Background: an optimization exercise with open tools, aiming at small area and a short achievable clock period. Do not read the settings as production practice. No run shown here included a check of the RTL's function; only the layout flow was run. Power is estimated from default activity; no workload was simulated.

==> flow/design.v (outline; a module is shown in full before it is edited, if it fits) <==
// module MAF_DP: 2338 lines
// module MAF_FA: 4 lines
// module MAF_BENCZ: 5 lines
// module MAF_HA: 4 lines
// module maf_top: 17 lines
module maf_top (
    input         clk,
    input  [1:0]  func,
    input  [31:0] A,
    input  [31:0] B,
    input  [31:0] C,
    output [63:0] result
);
  // ...
==> flow/flow/run.sh <==
#!/bin/bash
# The standard layout, with the port buffers made of buf_2 cells instead of
# the default choice (a delay buffer). Every port still gets its buffer.
set -euo pipefail
bash standard.sh BUFFER_PORTS_ARGS="-buffer_cell sky130_fd_sc_hd__buf_2" finish > standard_flow.log 2>&1
==> flow/standard.sh <==
#!/bin/bash
# synth_recipe.tcl (not shown) runs the flow's synth.tcl, then flattens the netlist and writes it again
# the make line also repeats each setting of config.mk as NAME=value (left out here)
make -C /OpenROAD-flow-scripts/flow DESIGN_CONFIG=/design/flow/config.mk WORK_HOME=/design/flow/orfs CLKGATE_MAP_FILE= SYNTH_SCRIPT=/design/flow/synth_recipe.tcl "${@:-finish}"
==> flow/config.mk <==
export PLATFORM = sky130hd
export DESIGN_NAME = maf_top
export DESIGN_NICKNAME = maf_top
export VERILOG_FILES = /design/flow/design.v
export SDC_FILE = /design/flow/constraint.sdc
export NUM_CORES = 4
export LEC_CHECK = 0
export CAP_MARGIN = 60
export CORE_MARGIN = 2
export CORE_UTILIZATION = 55
export CTS_BUF_LIST = sky130_fd_sc_hd__clkbuf_4 sky130_fd_sc_hd__clkbuf_8
export PLACE_DENSITY = 0.7
export SLEW_MARGIN = 60
export SYNTH_HIERARCHICAL = 1
==> flow/constraint.sdc <==
create_clock -name core_clock -period 60.0 [get_ports {clk}]
set_input_delay 12.0000 -clock core_clock [delete_from_list [all_inputs] [get_ports {clk}]]
set_output_delay 12.0000 -clock core_clock [all_outputs]
set_load 0.01 [all_outputs]
==> reports/results.ini, run 1 <==
[grt]
grt_pass1_wl_mm = 131
grt_max_degree = 36
gr-usage-met1_pct = 47.2

[floorplanning]
initial_core_util_pct = 55.8
fp.dieW_microns = 219

[clock_network]
clk_pin_slew_worst_paths_ns = 0.12
cts-root-buf = clkbuf_8
htree_levels = 3

[yosys]
synth_flop_cell = dfxtp_1
synthArstFlopShare_pct = 0
synth_common_cells = xnor2_1, fa_1, a22oi_1

[detailed_routing]
wl_met2_mm = 38.8
met1Wirelength_mm = 29.6
first_iter_violations = 2838
topRoutingLayerUsed = met5

[cells_and_area]
postLayoutCellArea_sq_um = 26900
area_growth_pct = 5.91
layout_commonest_cell = xnor2_1
seq_cells = 87
buffers = 246
fin_nets = 3094

[worst_setup_path]
required_ns = 60.37
crit_end = DP.rx34

[pwr]
power_frac_comb_pct = 88.7
power.leakage_nw = 9.79
p_int_mw = 0.883

[hold_path]
min-delay-start = C[1]

[outcome]
status = finished clean

==> inputs of run 2 (changes only) <==
--- a/flow/design.v
+++ b/flow/design.v
@@ -639,3 +639,3 @@
 wire s49, c50;
-MAF_FA fs49 (.a(c38), .b(s47), .c(c40), .s(s49), .co(c50));
+MAF_HA hs49 (.a(c38), .b(s47), .s(s49), .co(c50));
 wire s51, c52;
@@ -649,3 +649,3 @@
 wire s59, c60;
-MAF_HA hs59 (.a(c48), .b(s57), .s(s59), .co(c60));
+MAF_FA fs59 (.a(c48), .b(s57), .c(c50), .s(s59), .co(c60));
 wire s61, c62;
@@ -687,3 +687,3 @@
 wire s97, c98;
-MAF_FA fs97 (.a(c82), .b(s95), .c(c84), .s(s97), .co(c98));
+MAF_HA hs97 (.a(c82), .b(s95), .s(s97), .co(c98));
 wire s99, c100;
@@ -789,3 +789,3 @@
 wire s199, c200;
-MAF_FA fs199 (.a(c178), .b(s197), .c(c180), .s(s199), .co(c200));
+MAF_HA hs199 (.a(c178), .b(s197), .s(s199), .co(c200));
 wire s201, c202;
@@ -809,3 +809,3 @@
 wire s219, c220;
-MAF_HA hs219 (.a(c198), .b(s217), .s(s219), .co(c220));
+MAF_FA fs219 (.a(c198), .b(s217), .c(c200), .s(s219), .co(c220));
 wire s221, c222;
@@ -831,3 +831,3 @@
 wire s241, c242;
-MAF_FA fs241 (.a(c218), .b(s239), .c(c220), .s(s241), .co(c242));
+MAF_HA hs241 (.a(c218), .b(s239), .s(s241), .co(c242));
 wire s243, c244;
@@ -877,3 +877,3 @@
 wire s287, c288;
-MAF_FA fs287 (.a(c262), .b(s285), .c(c264), .s(s287), .co(c288));
+MAF_HA hs287 (.a(c262), .b(s285), .s(s287), .co(c288));
 wire s289, c290;
@@ -901,3 +901,3 @@
 wire s311, c312;
-MAF_HA hs311 (.a(c286), .b(s309), .s(s311), .co(c312));
+MAF_FA fs311 (.a(c286), .b(s309), .c(c288), .s(s311), .co(c312));
 wire s313, c314;
@@ -927,3 +927,3 @@
 wire s337, c338;
-MAF_FA fs337 (.a(c310), .b(s335), .c(c312), .s(s337), .co(c338));
+MAF_HA hs337 (.a(c310), .b(s335), .s(s337), .co(c338));
 wire s339, c340;
@@ -1039,3 +1039,3 @@
 wire s449, c450;
-MAF_FA fs449 (.a(c418), .b(s447), .c(c420), .s(s449), .co(c450));
+MAF_HA hs449 (.a(c418), .b(s447), .s(s449), .co(c450));
 wire s451, c452;
@@ -1101,3 +1101,3 @@
 wire s511, c512;
-MAF_FA fs511 (.a(c478), .b(s509), .c(c480), .s(s511), .co(c512));
+MAF_HA hs511 (.a(c478), .b(s509), .s(s511), .co(c512));
 wire s513 = ~(~cx[31] ^ pp0[31]);
@@ -1197,3 +1197,3 @@
 wire s607, c608;
-MAF_FA fs607 (.a(c574), .b(s605), .c(c576), .s(s607), .co(c608));
+MAF_HA hs607 (.a(c574), .b(s605), .s(s607), .co(c608));
 wire s609 = ~(pp1[32] ^ pp2[30]);
@@ -1229,3 +1229,3 @@
 wire s639, c640;
-MAF_FA fs639 (.a(c606), .b(s637), .c(c608), .s(s639), .co(c640));
+MAF_HA hs639 (.a(c606), .b(s637), .s(s639), .co(c640));
 wire s641, c642;
@@ -1289,3 +1289,3 @@
 wire s699, c700;
-MAF_FA fs699 (.a(c668), .b(s697), .c(c670), .s(s699), .co(c700));
+MAF_HA hs699 (.a(c668), .b(s697), .s(s699), .co(c700));
 wire s701, c702;
@@ -1345,3 +1345,3 @@
 wire s755, c756;
-MAF_FA fs755 (.a(c726), .b(s753), .c(c728), .s(s755), .co(c756));
+MAF_HA hs755 (.a(c726), .b(s753), .s(s755), .co(c756));
 wire s757, c758;
@@ -1397,3 +1397,3 @@
 wire s807, c808;
-MAF_FA fs807 (.a(c780), .b(s805), .c(c782), .s(s807), .co(c808));
+MAF_HA hs807 (.a(c780), .b(s805), .s(s807), .co(c808));
 wire s809, c810;
@@ -1445,3 +1445,3 @@
 wire s855, c856;
-MAF_FA fs855 (.a(c830), .b(s853), .c(c832), .s(s855), .co(c856));
+MAF_HA hs855 (.a(c830), .b(s853), .s(s855), .co(c856));
 wire s857, c858;
@@ -1717,4 +1717,4 @@
 reg rx8;
+reg ry8;
 reg rx9;
-reg ry9;
 reg rx10;
@@ -1722,2 +1722,3 @@
 reg rx12;
+reg ry12;
 reg rx13;
@@ -1729,10 +1730,12 @@
 reg rx18;
+reg ry18;
 reg rx19;
-reg ry19;
 reg rx20;
+reg ry20;
 reg rx21;
 reg rx22;
+reg ry22;
 reg rx23;
-reg ry23;
 reg rx24;
+reg ry24;
 reg rx25;
@@ -1742,2 +1745,3 @@
 reg rx28;
+reg ry28;
 reg rx29;
@@ -1745,2 +1749,3 @@
 reg rx30;
+reg ry30;
 reg rx31;
@@ -1750,3 +1755,5 @@
 reg rx33;
+reg ry33;
 reg rx34;
+reg ry34;
 reg rx35;
@@ -1754,2 +1761,3 @@
 reg rx36;
+reg ry36;
 reg rx37;
@@ -1757,2 +1765,3 @@
 reg rx38;
+reg ry38;
 reg rx39;
@@ -1760,2 +1769,3 @@
 reg rx40;
+reg ry40;
 reg rx41;
@@ -1763,2 +1773,3 @@
 reg rx42;
+reg ry42;
 reg rx43;
@@ -1805,4 +1816,4 @@
     rx8 <= s49;
+    ry8 <= c40;
     rx9 <= s59;
-    ry9 <= c50;
     rx10 <= s71;
@@ -1810,2 +1821,3 @@
     rx12 <= s97;
+    ry12 <= c84;
     rx13 <= s111;
@@ -1817,10 +1829,12 @@
     rx18 <= s199;
+    ry18 <= c180;
     rx19 <= s219;
-    ry19 <= c200;
     rx20 <= s241;
+    ry20 <= c220;
     rx21 <= s263;
     rx22 <= s287;
+    ry22 <= c264;
     rx23 <= s311;
-    ry23 <= c288;
     rx24 <= s337;
+    ry24 <= c312;
     rx25 <= s363;
@@ -1830,25 +1844,33 @@
     rx28 <= s449;
-    rx29 <= s479;
-    ry29 <= c450;
-    rx30 <= s511;
-    rx31 <= s543;
-    ry31 <= c512;
+    ry28 <= c420;
+    rx29 <= c450;
+    ry29 <= s479;
+    rx30 <= c480;
+    ry30 <= s511;
+    rx31 <= c512;
+    ry31 <= s543;
     rx32 <= s575;
     ry32 <= c544;
-    rx33 <= s607;
-    rx34 <= s639;
-    rx35 <= s669;
-    ry35 <= c640;
+    rx33 <= c576;
+    ry33 <= s607;
+    rx34 <= c608;
+    ry34 <= s639;
+    rx35 <= c640;
+    ry35 <= s669;
     rx36 <= s699;
-    rx37 <= s727;
-    ry37 <= c700;
+    ry36 <= c670;
+    rx37 <= c700;
+    ry37 <= s727;
     rx38 <= s755;
-    rx39 <= s781;
-    ry39 <= c756;
+    ry38 <= c728;
+    rx39 <= c756;
+    ry39 <= s781;
     rx40 <= s807;
-    rx41 <= s831;
-    ry41 <= c808;
+    ry40 <= c782;
+    rx41 <= c808;
+    ry41 <= s831;
     rx42 <= s855;
-    rx43 <= s877;
-    ry43 <= c856;
+    ry42 <= c832;
+    rx43 <= c856;
+    ry43 <= s877;
     rx44 <= s899;
@@ -1885,3 +1907,3 @@
 wire [63:0] X = {rx63, rx62, rx61, rx60, rx59, rx58, rx57, rx56, rx55, rx54, rx53, rx52, rx51, rx50, rx49, rx48, rx47, rx46, rx45, rx44, rx43, rx42, rx41, rx40, rx39, rx38, rx37, rx36, rx35, rx34, rx33, rx32, rx31, rx30, rx29, rx28, rx27, rx26, rx25, rx24, rx23, rx22, rx21, rx20, rx19, rx18, rx17, rx16, rx15, rx14, rx13, rx12, rx11, rx10, rx9, rx8, rx7, rx6, rx5, rx4, rx3, rx2, rx1, rx0};
-wire [63:0] Y = {ry63, 1'b0, ry61, 1'b0, ry59, 1'b0, ry57, 1'b0, ry55, 1'b0, ry53, 1'b0, ry51, 1'b0, ry49, 1'b0, ry47, 1'b0, ry45, 1'b0, ry43, 1'b0, ry41, 1'b0, ry39, 1'b0, ry37, 1'b0, ry35, 1'b0, 1'b0, ry32, ry31, 1'b0, ry29, 1'b0, 1'b0, ry26, 1'b0, 1'b0, ry23, 1'b0, 1'b0, 1'b0, ry19, 1'b0, 1'b0, 1'b0, ry15, 1'b0, 1'b0, 1'b0, 1'b0, 1'b0, ry9, 1'b0, 1'b0, 1'b0, 1'b0, 1'b0, 1'b0, 1'b0, 1'b0, 1'b0};
+wire [63:0] Y = {ry63, 1'b0, ry61, 1'b0, ry59, 1'b0, ry57, 1'b0, ry55, 1'b0, ry53, 1'b0, ry51, 1'b0, ry49, 1'b0, ry47, 1'b0, ry45, 1'b0, ry43, ry42, ry41, ry40, ry39, ry38, ry37, ry36, ry35, ry34, ry33, ry32, ry31, ry30, ry29, ry28, 1'b0, ry26, 1'b0, ry24, 1'b0, ry22, 1'b0, ry20, 1'b0, ry18, 1'b0, 1'b0, ry15, 1'b0, 1'b0, ry12, 1'b0, 1'b0, 1'b0, ry8, 1'b0, 1'b0, 1'b0, 1'b0, 1'b0, 1'b0, 1'b0, 1'b0};
 wire ci = 1'b0;
==> run 2 against run 1 <==
Effect of this change:
- sequential share of layout area rose by 0.66 points
- first-iteration DRC count fell by 7.7%
- fmax increased by 2.8%
- wire length up 2.3%
- die area up 1.9%
- worst hold slack improved by 0.030 ns
- sequential cell count up 11
- combinational power is 9% lower
- cell count is 2.1% higher
- critical path type unchanged
- critical endpoint is now DP.rx44
- largest power group unchanged
==> reports/results.ini, run 2 <==
[outcome]
status = finished clean  ; unchanged

[worst_setup_path]
cp-end-kind = flip-flop  ; unchanged
required_ns = 60.37  ; about the same
crit_fanout = 12  ; was 33
critPathLaunchType = primary input  ; unchanged
crit_type = in2reg  ; unchanged
arrival_ns = 16.80  ; was 17.26 ns

[yosys]
synth_common_cells = xnor2_1, fa_1, a22oi_1  ; unchanged
yosys-top-cells-area = fa_1, xnor2_1, a22oi_1, dfxtp_1, clkbuf_1  ; unchanged
ys_seq_area_share_pct = 7.58  ; was 6.86%
synth_flop_cell = dfxtp_1  ; unchanged
synthDistinctLibCells = 53  ; was 52
netlist_instances = 2494  ; was 2441
synthArstFlopShare_pct = 0  ; unchanged
syn_area_sq_um = 25900  ; was 25400 sq um
synth_top_area_share_pct = 40.8  ; was 42.4%
ys_ff_latch = 98  ; was 87
synth_top_area_cell = fa_1  ; unchanged
synth.most_common_cell = xnor2_1  ; unchanged
synth_edf_count = 0  ; unchanged
avgSynthCellArea_sq_um = 10.4  ; about the same
yosysWarnings = 7  ; unchanged

[floorplanning]
die-area_sq_um = 48800  ; was 47900 sq um
fp.dieW_microns = 221  ; was 219 microns
initial_core_util_pct = 55.7  ; was 55.8%
io_pins = 163  ; unchanged
die_h_microns = 221  ; was 219 microns
core_area_sq_um = 46500  ; was 45500 sq um
row_count = 79  ; was 78

[sta]
fmax_ghz = 0.0609  ; was 0.0592 GHz
period_share_pct = 27.4  ; was 28.2%
period_minus_slack_ns = 16.42  ; was 16.89 ns
fin_tns_setup_ns = 0  ; unchanged
max_slew_margin_pct = 57.5  ; was 59.9%
hold_violations = 0  ; unchanged
slew_violations = 0  ; unchanged
finalSetupViolations = 0  ; unchanged
rsz0062_at_grt = no  ; unchanged
worst_slew_pin_slew_ns = 0.637  ; was 0.602 ns

[run]
max_cap_violations = 0  ; unchanged

[detailed_routing]
post-route-drc-count = 0  ; unchanged
wire_per_inst_microns = 28.5  ; was 28.4 microns
dr.pass1.iters = 7  ; was 8
first_iter_violations = 2619  ; was 2838
via_per_inst = 6.81  ; was 6.80
wl_mm = 87.2  ; was 85.2 mm
postRouteAntennaNets = 0  ; unchanged
num_vias = 20800  ; was 20400

[clock_network]
cts.sinks = 98  ; was 87
htree_levels = 3  ; unchanged
cts-root-buf = clkbuf_8  ; unchanged
cts_resized = 0  ; unchanged
numCtsBuffers = 9  ; unchanged
cts_hold_buf = 0  ; unchanged
cts_tree = done  ; unchanged
clk_path_buf_depth = 2  ; unchanged
clk_pin_slew_worst_paths_ns = 0.12  ; about the same
cts_setup_buffers = 0  ; unchanged

[pwr]
power.share.switching_pct = 50.2  ; was 51.2%
p_int_mw = 0.831  ; was 0.883 mW
ir_worst_vdd_uv = 68.7  ; was 66.5 uV
switchingPower_mw = 0.838  ; was 0.926 mW
p_per_area_nw_per_um2 = 60.7  ; was 67.3 nW/um^2
power.leakage_nw = 10.1  ; was 9.79 nW
pwr-share-seq_pct = 9.9  ; was 8.8%
power_frac_comb_pct = 87.1  ; was 88.7%
power_frac_clock_pct = 3.0  ; was 2.6%

[grt]
grt_pass1_vias = 22700  ; was 22200
grt.total_usage_pct = 36.2  ; was 36.8%
antenna_found_initial = 2  ; was 1
grt_pass1_wl_mm = 135  ; was 131 mm
grt_max_degree = 36  ; unchanged
gr-total-overflow = 0  ; unchanged

[hold_path]
hp-class = in2reg  ; unchanged
min_path_cells = 3  ; unchanged

[placement]
place.gp.congestion = 0.924  ; was 0.940
port_buffers = 162  ; unchanged
dp_hpwl_mm = 58.9  ; was 55.9 mm

[cells_and_area]
layout_commonest_cell = xnor2_1  ; unchanged
fin_util_pct = 59.1  ; about the same
layout_common_cells = xnor2_1, fa_1, a22oi_1  ; unchanged
area_growth_pct = 6.15  ; was 5.91%
drive_gt1_share_pct = 14.2  ; about the same
fin_nets = 3159  ; was 3094

-- run 2: cell count changes after synthesis, sizes merged, moves of 5 or more --
cell	change
a21oi	+11
nor3	+9
fa	-11
dfxtp	+11
a21o	+5
ha	+22
nand3	-7
-- run 2: logic make-up after synthesis --
kind of cell	share of synthesized area, %
other	0.0145
AO/OA/AOI/OAI	17.3
adder cells (fa/ha/maj)	44.9
XOR/XNOR	19.4
buffers and inverters	5.55
AND/OR/NAND/NOR	5.29
flip-flops	7.58
-- run 2: path summary, 6_finish.rpt --
check   from       to  slack, ns
max    A[21]  DP.rx44      43.58
min     C[1]   DP.rx1      12.03
-- run 2: critical path: stages --
cell and delay (ns):
buf_2 0.26, nand2b_1 0.15, o22ai_4 0.43, buf_4 0.31
buf_4 0.24, a22oi_1 0.12, xnor2_1 0.18, fa_1 0.58
fa_1 0.44, fa_1 0.40, fa_1 0.47, fa_1 0.39
fa_1 0.38, fa_1 0.43
-- run 2: metrics by stage --
stage / worst slack [ns] / area, sq um / cells / hold WS, ns / power [mW]
after global routing: 43.46 / 27500 / 3061 / 12.05 / 1.88
after CTS: 43.68 / 27400 / 3058 / 12.01 / 1.69
final: 43.58 / 27500 / 3061 / 12.03 / 1.67
after detailed placement: 43.15 / 27200 / 3042 / 12.40 / 1.63
after global placement: 42.92 / 27100 / 3039 / 12.40 / 1.56
after floorplan: 43.59 / 25900 / 2496 / 12.36 / 1.17
-- run 2: area by class of cell --
type / instances / area [sq um]
Clock inverter: 6 / 75.1
Sequential cell: 98 / 1960
Tap cell: 607 / 759
Timing Repair Buffer: 246 / 1510
Clock buffer: 10 / 131
Antenna cell: 1 / 2.50
Inverter: 70 / 263
Fill cell: 3909 / 19000
Multi-Input combinational cell: 2023 / 22800
-- run 2: layer usage --
metal  up-vias  track usage (%)  routed length [microns]
met5         -                0                        0
met4         0             18.3                     5030
met3       384             11.6                    12000
met2      1744             54.5                    38700
met1     10400             47.0                    31400
li1       8303                -                        -
-- run 2: per-module statistics from Yosys, one instance, submodules excluded, excerpt --
| module | cells | cell area, sq um |
|---|---|---|
| MAF_DP | 1872 | 14500 |
| MAF_HA | 1 | 12.5 |
| MAF_BENCZ | 5 | 41.3 |
| MAF_FA | 1 | 20.0 |
-- run 2: power groups by stage --
stage	Combinational (mW)	Sequential, mW	Clock [mW]
6_report	1.45	0.165	0.0508
5_1_grt	1.66	0.168	0.0538
4_1_cts	1.48	0.165	0.0520
3_5_place_dp	1.46	0.166	0
3_3_place_gp	1.40	0.165	0
2_1_floorplan	1.01	0.158	0

==> static timing again, ports no longer ideal <==
How much do the figures lean on ideal ports? The routed layouts below were timed once more, with nothing changed but the port constraints.
Step 1 assumes that a clkbuf_16 drives the clock port and a buf_2 every other input.
Step 2 times the ports against the registers' clock, not the clock port: input delays grow and output delays shrink by t, the midpoint of the rising clock arrivals with the driver on.
Slacks: ideal ports / drivers / drivers and shift; pairs: ideal ports / drivers.
run | t (ns) | setup WS [ns] | hold WS [ns] | latest minus earliest clock arrival (ns) | worst data-port slew with drivers (ns)
run 1 | 0.533 | 43.109 / 43.147 / 42.614 | 12.002 / 11.967 / 12.446 | 0.015 / 0.016 | 0.04
run 2 | 0.546 | 43.576 / 43.529 / 42.983 | 12.032 / 12.002 / 12.452 | 0.017 / 0.016 | 0.09
After both steps every run listed still meets setup and hold. The setup slack of run 2, which loses most, moves by -0.047 ns with the drivers and by -0.593 ns with both steps.
